What follows belongs to an exercise in optimizing a design on an open flow for small area and few clock cycles; a production flow would make more cautious choices.
In this exercise RTL edits were held to simulation tests only and were not proved equivalent to the original.
Power figures rest on the tool's default switching activity, not on a simulated workload.

## wip/tundra
// apb_register_top
module apb_register_top (
    input          clk,           
    input          rst,           
    input          psel,          
    input          penable,       
    input          pwrite,        
    input  logic [31:0] paddr,    
    input  logic [31:0] pwdata,   
    output logic [31:0] prdata,   
    output logic        pready,    
    output logic        pslverr,   
    output logic [31:0] tx_data,           
    output logic        ctrl_cpol,         
    output logic        ctrl_cpha,         
    output logic        ctrl_order,        
    output logic [3:0]  ctrl_slave_en,     
    output logic        ctrl_rd,           
    output logic [1:0]  ctrl_scks,         
    output logic        start_op,          
    input  logic [31:0] rx_data,           
    input  logic        busy               
);
For scale: ~310 cells after synthesis, roughly 180 I/O pins.
export LEC_CHECK = 0
export ABC_AREA = 1
export CAP_MARGIN = 20
export CORE_MARGIN = 2
export CORE_UTILIZATION = 40
export PLACE_DENSITY = 0.6
export SLEW_MARGIN = 20
create_clock -name core_clock -period 5.0 [get_ports {clk}]
run.sh (not shown) runs the stock make flow with config.mk's settings and CLKGATE_MAP_FILE= SYNTH_SCRIPT=/design/flow/synth_recipe.tcl, a recipe that flattens the netlist after the stock synthesis.
wip/tundra ended with every stage complete and zero timing, DRC or antenna violations.
Testbench counts of wip/tundra, summed over its fixed seeds: cycles 48,000.
Changes in wip/fjord relative to wip/tundra:
# wip/tundra
export LEC_CHECK = 0
export ABC_AREA = 1
export CAP_MARGIN = 20
export CORE_MARGIN = 2
export CORE_UTILIZATION = 40
export PLACE_DENSITY = 0.6
export SLEW_MARGIN = 20
create_clock -name core_clock -period 5.0 [get_ports {clk}]
# wip/fjord
export LEC_CHECK = 0
export CAP_MARGIN = 20
export CORE_MARGIN = 2
export CORE_UTILIZATION = 40
export PLACE_DENSITY = 0.6
export SLEW_MARGIN = 20
create_clock -name core_clock -period 5.0 [get_ports {clk}]
Notes after the runs:
- Both conditions hold for wip/fjord: the flow ran to the end and the final layout passed the timing, design-rule and antenna checks.
- [compare] base=wip/tundra new=wip/fjord: routed wire length -11%, well-tap cell count dropped 3, detailed-route via count fell about 18%, register-to-register slack lost 0.14 ns.
- When wip/fjord is set beside wip/tundra, its final weighted congestion of routability-driven global placement turns out to be 3.8% smaller.
- Summary: worst path setup slack after routing, wip/fjord worse than wip/tundra
- Higher first-iteration DRC count goes to wip/tundra over wip/fjord.
- In the flow results for wip/tundra and wip/fjord, the design area is larger on wip/tundra.
- Taking wip/tundra as 1.0, wip/fjord lands at 0.80 on clock power.
- Launch point of the critical path = paddr[3]: wip/fjord; launch point of the critical path = paddr[4]: wip/tundra
- Compared wip/fjord vs wip/tundra, and power is down in wip/fjord.
--- input diff wip/fjord..wip/delta ---
# wip/fjord
export LEC_CHECK = 0
export CAP_MARGIN = 20
export CORE_MARGIN = 2
export CORE_UTILIZATION = 40
export PLACE_DENSITY = 0.6
export SLEW_MARGIN = 20
create_clock -name core_clock -period 5.0 [get_ports {clk}]
# wip/delta
export LEC_CHECK = 0
export CAP_MARGIN = 20
export CORE_MARGIN = 2
export CORE_UTILIZATION = 40
export CTS_BUF_LIST = sky130_fd_sc_hd__clkbuf_4
export CTS_CLUSTER_DIAMETER = 200
export CTS_CLUSTER_SIZE = 50
export PLACE_DENSITY = 0.6
export SLEW_MARGIN = 20
create_clock -name core_clock -period 5.0 [get_ports {clk}]
==> flow/flow/run.sh (new file) <==
#!/bin/bash
# Standard layout, but with the smallest buffer on every input and output port.
set -euo pipefail
cd "$(dirname "$0")/.."
bash standard.sh "BUFFER_PORTS_ARGS=-buffer_cell sky130_fd_sc_hd__buf_1" finish > make_finish.log 2>&1
==> flow/standard.sh (new file) <==
#!/bin/bash
# synth_recipe.tcl (not shown) runs the flow's synth.tcl, then flattens the netlist and writes it again
# the make line also repeats each setting of config.mk as NAME=value (left out here)
make -C /OpenROAD-flow-scripts/flow DESIGN_CONFIG=/design/flow/config.mk WORK_HOME=/design/flow/orfs CLKGATE_MAP_FILE= SYNTH_SCRIPT=/design/flow/synth_recipe.tcl "${@:-finish}"
removed: flow/run.sh
[summary]
Between wip/fjord and wip/delta, the clock period minus final worst setup slack is lower for wip/delta. Number of global-route vias before repair in wip/delta is about 10% below wip/fjord. [compare] base=wip/fjord new=wip/delta: layout-stage area growth over the synthesis result shows a reduction of 51 points, number of filler cells placed in the layout grew by about 20%, last weighted congestion value of the routability-driven placer decreased 0.056.
## Diff of input files: wip/sierra against wip/delta
# wip/delta
export LEC_CHECK = 0
export CAP_MARGIN = 20
export CORE_MARGIN = 2
export CORE_UTILIZATION = 40
export CTS_BUF_LIST = sky130_fd_sc_hd__clkbuf_4
export CTS_CLUSTER_DIAMETER = 200
export CTS_CLUSTER_SIZE = 50
export PLACE_DENSITY = 0.6
export SLEW_MARGIN = 20
create_clock -name core_clock -period 5.0 [get_ports {clk}]
# wip/sierra
export LEC_CHECK = 0
export CAP_MARGIN = 20
export CORE_MARGIN = 2
export CORE_UTILIZATION = 40
export PLACE_DENSITY = 0.6
export SLEW_MARGIN = 20
create_clock -name core_clock -period 5.0 [get_ports {clk}]
==> summary.txt <==
Changes observed in wip/sierra relative to wip/delta: simple-gate portion of the synthesized area level; standby leakage power moved up; core utilization moved up; via count level. Routed wire length, wip/sierra vs wip/delta: up slightly. Between wip/sierra and wip/delta, final worst slack is higher for wip/sierra, wip/delta comes in under that.

Another version of the RTL of apb_register_top (not shown whole).
Size in the first run: ~150 cells after synthesis, roughly 43 flip-flops, about 180 I/O pins, roughly 2000 um2 of cells after synthesis.
==> flow/config.mk <==
export PLATFORM = sky130hd
export DESIGN_NAME = apb_register_top
export DESIGN_NICKNAME = apb_register_top
export VERILOG_FILES = /design/flow/design.v
export SDC_FILE = /design/flow/constraint.sdc
export NUM_CORES = 4
export LEC_CHECK = 0
export CAP_MARGIN = 20
export CORE_MARGIN = 2
export CORE_UTILIZATION = 40
export GPL_TIMING_DRIVEN = 0
export PLACE_DENSITY = 0.6
export SLEW_MARGIN = 20
==> flow/constraint.sdc <==
create_clock -name core_clock -period 5.0 [get_ports {clk}]
set_input_delay 1.0000 -clock core_clock [delete_from_list [all_inputs] [get_ports {clk}]]
set_output_delay 1.0000 -clock core_clock [all_outputs]
set_load 0.01 [all_outputs]
standard.sh (not shown) runs the stock make flow with config.mk's settings and CLKGATE_MAP_FILE= SYNTH_SCRIPT=/design/flow/synth_recipe.tcl, a recipe that flattens the netlist after the stock synthesis.
==> flow/flow/run.sh <==
#!/bin/bash
# Standard layout, with these changes:
#  - synthesis maps the combinational logic with an area-oriented ABC script
#    (flow/abc_map.script); everything else in synthesis is the standard flow's own script;
#  - the smallest buffer on every input and output port;
#  - clock tree built from small buffers, without dummy loads.
set -euo pipefail
cd "$(dirname "$0")/.."
export MY_ABC_SCRIPT="$PWD/flow/abc_map.script"
bash standard.sh "SYNTH_SCRIPT=$PWD/flow/synth.tcl" \
  "BUFFER_PORTS_ARGS=-buffer_cell sky130_fd_sc_hd__buf_1" \
  "CTS_ARGS=-sink_clustering_enable -repair_clock_nets -buf_list sky130_fd_sc_hd__clkbuf_4 -dont_use_dummy_load" \
  finish > make_finish.log 2>&1
==> flow/flow/abc_map.script <==
&get -n
&st
&dch
&nf -R 1000 -C 32 -F 10
&put
==> flow/flow/synth.tcl <==
proc synth {args} { yosys synth -nofsm -noshare {*}$args }
# Map the combinational logic with the flow's own ABC script replaced by
# abc_map.script, kept beside this file.
proc abc {args} {
  set i [lsearch -exact $args -script]
  if {$i >= 0 && [info exists ::env(MY_ABC_SCRIPT)]} {
    lset args [expr {$i + 1}] $::env(MY_ABC_SCRIPT)
  }
  yosys abc {*}$args
}
source $::env(SCRIPTS_DIR)/synth.tcl
# left out here: clear keep_hierarchy, flatten, clean up, hide names made inside functions, write 1_2_yosys.v
Testbench counts at the start, summed over its fixed seeds: cycles 48,000.
Rerun with:
==> flow/flow/abc_map.script (replaced) <==
&get -n
&st
&dch
&nf -R 1000
&put
Settings changed: CORE_UTILIZATION 40 to 55, GPL_TIMING_DRIVEN 0 to not set, PLACE_DENSITY 0.6 to 0.8.
After rerunning:
- die area decreases by about 26%
- utilization increases by 18 points
- worst setup slack loses 0.19 ns
- via count increases by about 1.4%
- fmax decreases by 5.1%
- combinational power decreases by about 2%
- power stays flat
- wire length increases by 3.6%
- worst hold slack gains 0.0073 ns
- sequential power hardly moves
Rerun with:
Settings changed: CORE_UTILIZATION 55 to 70.
The changed run failed in global placement (GPL-0301); area after synthesis does not change; synthesized cell count does not change.
Rerun with:
==> flow/flow/abc_map.script (replaced) <==
&get -n
&st
&dch
&nf -R 1000 -C 32 -F 10
&put
Settings changed: CORE_UTILIZATION 70 to 40, PLACE_DENSITY 0.8 to 0.6.
Effect: This time the run produced a clean layout; synthesized cell count goes down by 5.6%; area after synthesis goes down by 0.55%.

port drivers added, routing unchanged:
How much do the figures lean on ideal ports? The routed layouts below were timed once more, with nothing changed but the port constraints.
Step 1, drivers: a clkbuf_16 drives clk and a buf_2 each remaining input, both assumed.
Step 2 moves the port delays by t, midway between the first and last clock arrival at a register: inputs arrive t later, outputs are due t later. That takes back most of the time a late clock gives input paths.
Slacks: ideal ports / drivers / drivers and shift; pairs: ideal ports / drivers.
run	shift t [ns]	setup WS [ns]	worst data-port slew with drivers (ns)	pins driven straight from the clock port
wip/tundra	0.328	0.826 / 0.783 / 0.783	0.07	1
wip/fjord	0.319	0.703 / 0.673 / 0.673	0.05	1
wip/delta	0.359	1.170 / 1.137 / 1.137	0.05	1
wip/sierra	0.312	1.174 / 1.141 / 1.141	0.05	1
the first run of note 2	0.350	1.478 / 1.453 / 1.453	0.06	1
the second run of note 2	0.366	1.289 / 1.265 / 1.265	0.05	1
the fourth run of note 2	0.355	1.338 / 1.313 / 1.313	0.06	1
After both steps every run listed still meets setup and hold. For wip/tundra, which loses most, drivers alone change the setup slack by -0.043 ns; drivers and shift together by -0.043 ns.
